Background: an optimization exercise with open tools, aiming at small area. Do not read the settings as production practice.
Function was checked by simulation only, so behaviour that the tests miss may differ from the original.
The flow treats the clock pin as an ideal source, which a real chip does not have.
Power and IR drop assume default switching activity.

## LTSSM
module LTSSM(
    input            clk,  
    input            rst,
    input            mode,  
    input            lane0_rx_det,
    input            lane1_rx_det,
    input            lane2_rx_det,
    input            lane3_rx_det,
    input            lane0_idle_break,
    input            lane1_idle_break,
    input            lane2_idle_break,
    input            lane3_idle_break,
    output           lane0_rx_det_seq_req,
    output           lane1_rx_det_seq_req,
    output           lane2_rx_det_seq_req,
    output           lane3_rx_det_seq_req,
    input            lane0_rx_det_seq_ack,
    input            lane1_rx_det_seq_ack,
    input            lane2_rx_det_seq_ack,
    input            lane3_rx_det_seq_ack,
    input[127:0]     lane0_ts_i,
    input            lane0_ts_i_vld,
    output[127:0]    lane0_ts_o,
    output           lane0_ts_o_vld,
    input[127:0]     lane1_ts_i,
    input            lane1_ts_i_vld,
    output[127:0]    lane1_ts_o,
    output           lane1_ts_o_vld,
    input[127:0]     lane2_ts_i,
    input            lane2_ts_i_vld,
    output[127:0]    lane2_ts_o,
    output           lane2_ts_o_vld,
    input[127:0]     lane3_ts_i,
    input            lane3_ts_i_vld,
    output[127:0]    lane3_ts_o,
    output           lane3_ts_o_vld,
    input            lane0_tx_fifo_full,
    input            lane1_tx_fifo_full,
    input            lane2_tx_fifo_full,
    input            lane3_tx_fifo_full,
    output[5:0]      curr_speed,
    output           linkup
);
Size: ~310 flip-flops, about 1,100 I/O pins, about 0.021 mm² of cells after synthesis.
Settings: LEC_CHECK=0, CAP_MARGIN=20, CORE_AREA=10 10 390 390, DIE_AREA=0 0 400 400, SLEW_MARGIN=20; clock period 8.0 ns.
standard.sh (not shown) runs the stock make flow with config.mk's settings and CLKGATE_MAP_FILE= SYNTH_SCRIPT=/design/flow/synth_recipe.tcl, a recipe that flattens the netlist after the stock synthesis.
==> flow/flow/run.sh <==
#!/bin/bash
# Standard layout, but the port buffers are the smallest buffer cell.
cp standard.sh standard_sh_copy.txt
export BUFFER_PORTS_ARGS="-buffer_cell sky130_fd_sc_hd__buf_1"
bash standard.sh > standard.log 2>&1
The baseline passed the timing, DRC and antenna checks.
==> next run, changes <==
==> flow/flow/run.sh (replaced) <==
#!/bin/bash
# Standard layout with two changes:
#  - synthesis maps the logic with an area-oriented ABC script (flow/abc_area.script);
#    the registers and every other synthesis step are the standard ones;
#  - the port buffers are the smallest buffer cell.
set -euo pipefail
{ head -n 1 synth_recipe.tcl; cat flow/abc_wrap.tcl; tail -n +2 synth_recipe.tcl; } > area_synth.tcl
export FLOW_ABC_SCRIPT="$PWD/flow/abc_area.script"
export BUFFER_PORTS_ARGS="-buffer_cell sky130_fd_sc_hd__buf_1"
bash standard.sh SYNTH_SCRIPT="$PWD/area_synth.tcl" finish > standard.log 2>&1
==> flow/flow/abc_area.script (new file) <==
&get -n
&st
&syn2
&dch -f
&nf -a -R 1000
&st
&dch -f
&nf -a -R 1000
&put
topo
stime -c
dnsize -c
==> flow/flow/abc_wrap.tcl (new file) <==
# Run ABC with the area-oriented script given in FLOW_ABC_SCRIPT instead of
# the one the standard synthesis picks; everything else stays as it is.
proc abc {args} {
  set i [lsearch -exact $args -script]
  if { $i >= 0 } {
    lset args [expr { $i + 1 }] $::env(FLOW_ABC_SCRIPT)
  }
  puts "abc (area script): $args"
  yosys abc {*}$args
}
--- a/flow/config.mk
+++ b/flow/config.mk
@@ -9,2 +9,4 @@
 export CORE_AREA = 10 10 390 390
+export CTS_CLUSTER_DIAMETER = 80
+export CTS_CLUSTER_SIZE = 28
 export DIE_AREA = 0 0 400 400
=>
- utilization went down by 1.2 points
- first-iteration DRC count went up by 22%
- final area went down by 6.8%
- area after synthesis went down by 6.7%
- total power went down by 20%
- wire length went down by 8.0%
- sequential power hardly moves
- worst hold slack gains 6.0 ps
- setup slack loses 420 ps
==> next run, changes <==
==> flow/flow/run.sh (replaced) <==
#!/bin/bash
# Standard layout (standard.sh) with these changes:
#  - synthesis maps the logic with an area-oriented ABC script (flow/abc_area.script);
#    the registers and every other synthesis step are the standard ones;
#  - the port buffers are the smallest buffer cell (every port still gets one);
#  - one tie cell drives all constant outputs instead of one tie cell each;
#  - clock tree: larger sink clusters and no dummy loads.
set -euo pipefail
{ head -n 1 synth_recipe.tcl; cat flow/abc_wrap.tcl; tail -n +2 synth_recipe.tcl; } > area_synth.tcl
export FLOW_ABC_SCRIPT="$PWD/flow/abc_area.script"
export BUFFER_PORTS_ARGS="-buffer_cell sky130_fd_sc_hd__buf_1"
export SKIP_REPAIR_TIE_FANOUT=1
export CTS_ARGS="-sink_clustering_enable -repair_clock_nets -sink_clustering_size 28 -sink_clustering_max_diameter 80 -dont_use_dummy_load"
bash standard.sh SYNTH_SCRIPT="$PWD/area_synth.tcl" finish > standard.log 2>&1
--- a/flow/config.mk
+++ b/flow/config.mk
@@ -9,4 +9,2 @@
 export CORE_AREA = 10 10 390 390
-export CTS_CLUSTER_DIAMETER = 80
-export CTS_CLUSTER_SIZE = 28
 export DIE_AREA = 0 0 400 400
What happened:
- non-clock buffer count is lower by 8
- worst setup slack gains 69 ps
- die area is unchanged
- first-iteration DRC count is lower by about 19%
- routed wire length is lower by 2.1%
- area after synthesis does not change
==> next run, changes <==
--- a/flow/config.mk
+++ b/flow/config.mk
@@ -7,5 +7,5 @@
 export LEC_CHECK = 0
-export CAP_MARGIN = 20
+export CAP_MARGIN = 0
 export CORE_AREA = 10 10 390 390
 export DIE_AREA = 0 0 400 400
-export SLEW_MARGIN = 20
+export SLEW_MARGIN = 0
After rerunning: Die area does not change; count of clock-buffer cells in the layout does not change; power hardly moves; cell count is about the same; flip-flop and latch count stays the same; global-route usage does not change; worst setup slack barely changes; critical path depth stays the same; wire length is about the same; via count hardly moves; sequential power hardly moves.
==> next run, changes <==
==> flow/flow/run.sh (replaced) <==
#!/bin/bash
# Standard layout with two changes:
#  - synthesis maps the logic with an area-oriented ABC script (flow/abc_area.script);
#    the registers and every other synthesis step are the standard ones;
#  - the port buffers are the smallest buffer cell.
set -euo pipefail
{ head -n 1 synth_recipe.tcl; cat flow/abc_wrap.tcl; tail -n +2 synth_recipe.tcl; } > area_synth.tcl
export FLOW_ABC_SCRIPT="$PWD/flow/abc_area.script"
export BUFFER_PORTS_ARGS="-buffer_cell sky130_fd_sc_hd__buf_1"
export SKIP_REPAIR_TIE_FANOUT=1
export CTS_ARGS="-sink_clustering_enable -repair_clock_nets -sink_clustering_size 24 -sink_clustering_max_diameter 60 -dont_use_dummy_load"
bash standard.sh SYNTH_SCRIPT="$PWD/area_synth.tcl" finish > standard.log 2>&1
--- a/flow/config.mk
+++ b/flow/config.mk
@@ -7,5 +7,5 @@
 export LEC_CHECK = 0
-export CAP_MARGIN = 0
+export CAP_MARGIN = 20
 export CORE_AREA = 10 10 390 390
 export DIE_AREA = 0 0 400 400
-export SLEW_MARGIN = 0
+export SLEW_MARGIN = 20
What happened: Via count rose slightly; total power went up by a few percent; core utilization increases by 0.13 points; wire length stays flat; sequential share of layout area decreases by 0.23 points; cell area rose slightly; cell count is about the same; worst hold slack got worse by 8.3 ps.


Starting RTL as in the previous note.
==> flow/config.mk <==
export PLATFORM = sky130hd
export DESIGN_NAME = LTSSM
export DESIGN_NICKNAME = LTSSM
export VERILOG_FILES = /design/flow/design.v
export SDC_FILE = /design/flow/constraint.sdc
export NUM_CORES = 4
export LEC_CHECK = 0
export CAP_MARGIN = 20
export CORE_AREA = 10 10 390 390
export CTS_BUF_LIST = sky130_fd_sc_hd__clkbuf_8
export CTS_CLUSTER_SIZE = 40
export DIE_AREA = 0 0 400 400
export SLEW_MARGIN = 20
==> flow/constraint.sdc <==
create_clock -name core_clock -period 8.0 [get_ports {clk}]
set_input_delay 1.6000 -clock core_clock [delete_from_list [all_inputs] [get_ports {clk}]]
set_output_delay 1.6000 -clock core_clock [all_outputs]
set_load 0.01 [all_outputs]
==> flow/flow/run.sh <==
#!/bin/bash
# Standard layout with two changes: the port buffers are the smallest buffer
# cell, and after clock tree synthesis the cells on paths with timing slack
# are downsized (OpenROAD's power recovery), which also saves area.
cp standard.sh standard_sh_copy.txt
export BUFFER_PORTS_ARGS="-buffer_cell sky130_fd_sc_hd__buf_1"
export POST_CTS_TCL="$PWD/flow/post_cts.tcl"
bash standard.sh > standard.log 2>&1
==> flow/flow/post_cts.tcl <==
# downsize cells where the slack allows it
report_design_area
repair_timing -recover_power 100
report_design_area
The starting point passed the timing, DRC and antenna checks.
Rerun with:
==> flow/flow/run.sh (replaced) <==
#!/bin/bash
# Standard layout with two changes:
#  - synthesis maps the logic with an area-oriented ABC script (flow/abc_area.script);
#    the registers and every other synthesis step are the standard ones;
#  - the port buffers are the smallest buffer cell.
set -euo pipefail
{ head -n 1 synth_recipe.tcl; cat flow/abc_wrap.tcl; tail -n +2 synth_recipe.tcl; } > area_synth.tcl
export FLOW_ABC_SCRIPT="$PWD/flow/abc_area.script"
export BUFFER_PORTS_ARGS="-buffer_cell sky130_fd_sc_hd__buf_1"
export SKIP_REPAIR_TIE_FANOUT=1
bash standard.sh SYNTH_SCRIPT="$PWD/area_synth.tcl" finish > standard.log 2>&1
==> flow/flow/abc_area.script (new file) <==
&get -n
&st
&syn2
&dch -f
&nf -a -R 1000
&st
&dch -f
&nf -a -R 1000
&put
topo
stime -c
dnsize -c
==> flow/flow/abc_wrap.tcl (new file) <==
# Run ABC with the area-oriented script given in FLOW_ABC_SCRIPT instead of
# the one the standard synthesis picks; everything else stays as it is.
proc abc {args} {
  set i [lsearch -exact $args -script]
  if { $i >= 0 } {
    lset args [expr { $i + 1 }] $::env(FLOW_ABC_SCRIPT)
  }
  puts "abc (area script): $args"
  yosys abc {*}$args
}
Settings changed: CTS_BUF_LIST sky130_fd_sc_hd__clkbuf_8 to default, CTS_CLUSTER_DIAMETER from default to 60, CTS_CLUSTER_SIZE 40 to 24.
removed: flow/flow/post_cts.tcl
=> Power fell by 4.6%; non-clock buffer count shrinks by 2; final cell count shrinks by about 5%; flip-flop and latch count stays the same.
Rerun with:
--- a/flow/flow/run.sh
+++ b/flow/flow/run.sh
@@ -8,4 +8,3 @@
 export FLOW_ABC_SCRIPT="$PWD/flow/abc_area.script"
 export BUFFER_PORTS_ARGS="-buffer_cell sky130_fd_sc_hd__buf_1"
-export SKIP_REPAIR_TIE_FANOUT=1
 bash standard.sh SYNTH_SCRIPT="$PWD/area_synth.tcl" finish > standard.log 2>&1
Settings changed: CORE_AREA 10 10 390 390 to 10 10 250 250, CTS_CLUSTER_DIAMETER 60 to default, CTS_CLUSTER_SIZE 24 to default, DIE_AREA 0 0 400 400 to 0 0 260 260.
The changed run stopped in 3_2_place_iop, error PPL-0024.
Area after synthesis stays the same.
Synthesized cell count is unchanged.


Setup of P:
LTSSM again, from the RTL that the note above started with.
==> flow/config.mk <==
export PLATFORM = sky130hd
export DESIGN_NAME = LTSSM
export DESIGN_NICKNAME = LTSSM
export VERILOG_FILES = /design/flow/design.v
export SDC_FILE = /design/flow/constraint.sdc
export NUM_CORES = 4
export LEC_CHECK = 0
export CAP_MARGIN = 20
export CORE_AREA = 10 10 390 390
export CTS_CLUSTER_DIAMETER = 60
export CTS_CLUSTER_SIZE = 24
export DIE_AREA = 0 0 400 400
export SLEW_MARGIN = 20
==> flow/constraint.sdc <==
create_clock -name core_clock -period 8.0 [get_ports {clk}]
set_input_delay 1.6000 -clock core_clock [delete_from_list [all_inputs] [get_ports {clk}]]
set_output_delay 1.6000 -clock core_clock [all_outputs]
set_load 0.01 [all_outputs]
==> flow/flow/run.sh <==
#!/bin/bash
# Standard layout with two changes:
#  - synthesis maps the logic with an area-oriented ABC script (flow/abc_area.script);
#    the registers and every other synthesis step are the standard ones;
#  - the port buffers are the smallest buffer cell.
set -euo pipefail
{ head -n 1 synth_recipe.tcl; cat flow/abc_wrap.tcl; tail -n +2 synth_recipe.tcl; } > area_synth.tcl
export FLOW_ABC_SCRIPT="$PWD/flow/abc_area.script"
export BUFFER_PORTS_ARGS="-buffer_cell sky130_fd_sc_hd__buf_1"
bash standard.sh SYNTH_SCRIPT="$PWD/area_synth.tcl" finish > standard.log 2>&1
==> flow/flow/abc_area.script <==
&get -n
&st
&syn2
&dch -f
&nf -a -R 1000
&st
&dch -f
&nf -a -R 1000
&put
topo
stime -c
dnsize -c
==> flow/flow/abc_wrap.tcl <==
# Run ABC with the area-oriented script given in FLOW_ABC_SCRIPT instead of
# the one the standard synthesis picks; everything else stays as it is.
proc abc {args} {
  set i [lsearch -exact $args -script]
  if { $i >= 0 } {
    lset args [expr { $i + 1 }] $::env(FLOW_ABC_SCRIPT)
  }
  puts "abc (area script): $args"
  yosys abc {*}$args
}
P reached the end of the flow, and the finished layout is clean on the timing, DRC and antenna checks.
Relative to P, the following input files were edited for Q:
--- a/flow/config.mk
+++ b/flow/config.mk
@@ -10,2 +9,0 @@
-export CTS_CLUSTER_DIAMETER = 60
-export CTS_CLUSTER_SIZE = 24
Notes after the runs:
Buffer share of cell area: Q vs P down 0.17 points
The core of Q is more densely filled than that of P.
Required arrival time at the worst endpoint, P and Q: higher on P
Relative to P, relative slew slack has increased by 4.9 points in Q.
Sort P and Q by smallest hold slack asc -> top: Q
Looking at cell-internal power, Q sits above P.
Count of clock-buffer cells in the layout (Q over P): increase, 19
Between Q and P, the xor and xnor area share after synthesis figures differ only marginally.
Compared with P, Q is the more power-hungry design.


## run 1
LTSSM, a different RTL version from the one above (not shown whole).
Size: ~310 flip-flops, ~1100 I/O pins.
==> flow/config.mk <==
export PLATFORM = sky130hd
export DESIGN_NAME = LTSSM
export DESIGN_NICKNAME = LTSSM
export VERILOG_FILES = /design/flow/design.v
export SDC_FILE = /design/flow/constraint.sdc
export NUM_CORES = 4
export LEC_CHECK = 0
export CAP_MARGIN = 0
export CORE_AREA = 10 10 390 390
export DIE_AREA = 0 0 400 400
export SLEW_MARGIN = 0
==> flow/constraint.sdc <==
create_clock -name core_clock -period 8.0 [get_ports {clk}]
set_input_delay 1.6000 -clock core_clock [delete_from_list [all_inputs] [get_ports {clk}]]
set_output_delay 1.6000 -clock core_clock [all_outputs]
set_load 0.01 [all_outputs]
==> flow/flow/run.sh <==
#!/bin/bash
# Standard layout (standard.sh) with these changes:
#  - synthesis maps the logic with an area-oriented ABC script (flow/abc_area.script);
#    the registers and every other synthesis step are the standard ones;
#  - the port buffers are the smallest buffer cell (every port still gets one);
#  - one tie cell drives all constant outputs instead of one tie cell each;
#  - clock tree: larger sink clusters and no dummy loads.
set -euo pipefail
{ head -n 1 synth_recipe.tcl; cat flow/abc_wrap.tcl; tail -n +2 synth_recipe.tcl; } > area_synth.tcl
export FLOW_ABC_SCRIPT="$PWD/flow/abc_area.script"
export BUFFER_PORTS_ARGS="-buffer_cell sky130_fd_sc_hd__buf_1"
export SKIP_REPAIR_TIE_FANOUT=1
export CTS_ARGS="-sink_clustering_enable -repair_clock_nets -sink_clustering_size 28 -sink_clustering_max_diameter 80 -dont_use_dummy_load"
bash standard.sh SYNTH_SCRIPT="$PWD/area_synth.tcl" finish > standard.log 2>&1
==> flow/flow/abc_area.script <==
&get -n
&st
&syn2
&dch -f
&nf -a -R 1000
&st
&dch -f
&nf -a -R 1000
&put
mfs3 -ae
topo
stime -c
dnsize -c
Scripts as last shown in full above: flow/flow/abc_wrap.tcl
## Diff of input files: run 2 against run 1
Settings: setting PLACE_DENSITY to 0.8 for the first time.
==> flow/flow/abc_area.script <==
&get -n
&st
&syn2
&dch -f
&nf -a -R 1000
&st
&dch -f
&nf -a -R 1000
&put
topo
stime -c
dnsize -c
==> run summary <==
- In run 2 relative to run 1, netlist area before placement had gone up slightly.
- Compared to run 1, run 2 shows a narrower setup margin.
- Run 2 | status: complete | timing, DRC, antenna: pass
- On placer congestion estimate: run 2 sits above run 1.
- Launching element of the worst setup path = lane2_ts_i[25]: run 2; launching element of the worst setup path = lane2_ts_i[3]: run 1
- Between run 1 and run 2, the difference in final area is negligible.
- Run 2 vs. run 1: worst stage delay on the critical path increased 0.42 ns, number of cells produced by synthesis moved down.
The following lists how run 3 was set up differently from run 2:
Settings: a deleted PLACE_DENSITY that had been 0.8.
[summary]
In terms of insertion delay to the later sink of the worst-skew pair, run 2 and run 3 differ only marginally.
On total non-filler cell area in the finished layout, run 3 and run 2 are basically level.
The lower combinational fraction of design power came out of run 2.
Between run 3 and run 2, the core utilization does not differ in any meaningful way.
[run 3] hold slack rose 0.010 ns relative to run 2
Re leakage power: run 3 and run 2 aren't equal, and the higher value belongs to run 2.
Modified inputs, run 4 compared to run 3
-- flow/flow/run.sh --
<<< run 3, line 11
export BUFFER_PORTS_ARGS="-buffer_cell sky130_fd_sc_hd__buf_1"
export SKIP_REPAIR_TIE_FANOUT=1
export CTS_ARGS="-sink_clustering_enable -repair_clock_nets -sink_clustering_size 28 -sink_clustering_max_diameter 80 -dont_use_dummy_load"
bash standard.sh SYNTH_SCRIPT="$PWD/area_synth.tcl" finish > standard.log 2>&1
>>> run 4, line 11
export BUFFER_PORTS_ARGS="-buffer_cell sky130_fd_sc_hd__buf_1"
export SKIP_REPAIR_TIE_FANOUT=1
export REMOVE_ABC_BUFFERS=1
export GPL_TIMING_DRIVEN=0
export CTS_ARGS="-sink_clustering_enable -repair_clock_nets -sink_clustering_size 28 -sink_clustering_max_diameter 80 -dont_use_dummy_load"
bash standard.sh SYNTH_SCRIPT="$PWD/area_synth.tcl" finish > standard.log 2>&1
Findings:
- In summary, run 4 completed successfully, with a layout that passed the timing, DRC and antenna checks.
- As far as proportion of cell area occupied by registers is concerned, run 4 and run 3 perform about the same.
- Delta (run 4 minus run 3): total number of vias now smaller, logic gate share of total power fell by 0.9 points.
- The routed length on met1 in run 3 is 1.2 times that in run 4.
- Utilization of the core after routing: run 4 vs run 3 — no meaningful difference
- On instance count on the critical path: run 4 sits below run 3.
- Run 4 vs. run 3: top fanout value on the critical path higher; power dissipated in the clock network saw an increase.
The following lists how run 5 was set up differently from run 4:
-- flow/flow/run.sh --
<<< run 4, line 11
export BUFFER_PORTS_ARGS="-buffer_cell sky130_fd_sc_hd__buf_1"
export SKIP_REPAIR_TIE_FANOUT=1
export REMOVE_ABC_BUFFERS=1
export GPL_TIMING_DRIVEN=0
export CTS_ARGS="-sink_clustering_enable -repair_clock_nets -sink_clustering_size 28 -sink_clustering_max_diameter 80 -dont_use_dummy_load"
bash standard.sh SYNTH_SCRIPT="$PWD/area_synth.tcl" finish > standard.log 2>&1
>>> run 5, line 11
export BUFFER_PORTS_ARGS="-buffer_cell sky130_fd_sc_hd__buf_1"
export SKIP_REPAIR_TIE_FANOUT=1
export GPL_KEEP_OVERFLOW=0
export CTS_ARGS="-sink_clustering_enable -repair_clock_nets -sink_clustering_size 28 -sink_clustering_max_diameter 80 -dont_use_dummy_load"
bash standard.sh SYNTH_SCRIPT="$PWD/area_synth.tcl" finish > standard.log 2>&1
==> comparison <==
~same sequential share of layout area in run 5 and run 4
Between run 5 and run 4, the area after detailed placement does not differ in any meaningful way.
In summary, run 5 completed successfully, with a layout that passed the timing, DRC and antenna checks.
Run 5 against run 4: routed wire length climbed about 15%, power rose 1.5%.
diff inputs: run 5 => run 6
-- flow/flow/run.sh --
<<< run 5, line 11
export BUFFER_PORTS_ARGS="-buffer_cell sky130_fd_sc_hd__buf_1"
export SKIP_REPAIR_TIE_FANOUT=1
export GPL_KEEP_OVERFLOW=0
export CTS_ARGS="-sink_clustering_enable -repair_clock_nets -sink_clustering_size 28 -sink_clustering_max_diameter 80 -dont_use_dummy_load"
bash standard.sh SYNTH_SCRIPT="$PWD/area_synth.tcl" finish > standard.log 2>&1
>>> run 6, line 11
export BUFFER_PORTS_ARGS="-buffer_cell sky130_fd_sc_hd__buf_1"
export SKIP_REPAIR_TIE_FANOUT=1
export CTS_ARGS="-sink_clustering_enable -repair_clock_nets -sink_clustering_size 30 -sink_clustering_max_diameter 120 -dont_use_dummy_load"
bash standard.sh SYNTH_SCRIPT="$PWD/area_synth.tcl" finish > standard.log 2>&1
[summary]
As far as sequential share of cell area is concerned, run 6 and run 5 perform about the same. Setup slack in run 6 is 0.38 ns higher than in run 5. Run 6 ended with less clock buffer count than run 5. Run 6 vs run 5: minimum period implied by the final worst setup slack down. Run 5 has a lower placed instance area than run 6. Run 6 vs run 5 — total clock network power dropped by more than 10%.

==> static timing again, ports no longer ideal <==
No port has a modelled driver above. Below, the same layouts with a new extraction and two added sets of constraints. Step 1: set_driving_cell puts a clkbuf_16 on clk and a buf_2 on each other input, an assumption about the parent block. Step 2 adds t to the input delays and takes it off the output delays; t is the mean of the earliest and latest rising clock arrival at the registers after step 1. Input paths then give back, and output paths get back, about the clock's delay inside the block. Three values: ideal, step 1, step 2; two values: the first two.
run	t, ns	slack for setup (ns)	worst slew at a driven data input, ns
the first run of note 1	0.663	1.130 / 1.179 / 0.515	0.34
the second run of note 1	0.621	0.707 / 0.746 / 0.125	0.24
the third run of note 1	0.611	0.776 / 0.813 / 0.202	0.25
the fourth run of note 1	0.612	0.773 / 0.810 / 0.198	0.25
the fifth run of note 1	0.641	0.736 / 0.773 / 0.132	0.25
the first run of note 2	0.770	0.862 / 0.905 / 0.136	0.34
the second run of note 2	0.678	0.810 / 0.847 / 0.168	0.26
P	0.665	0.819 / 0.862 / 0.197	0.25
Q	0.633	0.724 / 0.762 / 0.129	0.25
run 1	0.609	0.670 / 0.667 / 0.058	0.42
run 2	0.625	0.647 / 0.665 / 0.039	0.40
run 3	0.620	0.754 / 0.760 / 0.140	0.32
run 4	0.627	0.582 / 0.622 / -0.005	0.20
run 5	0.623	0.373 / 0.412 / -0.212	0.31
run 6	0.607	0.752 / 0.766 / 0.158	0.32
With both steps, setup timing fails in run 4 and run 5, where it was met with ideal ports. The setup slack of the first run of note 2, which loses most, moves by +0.043 ns with the drivers and by -0.726 ns with both steps.
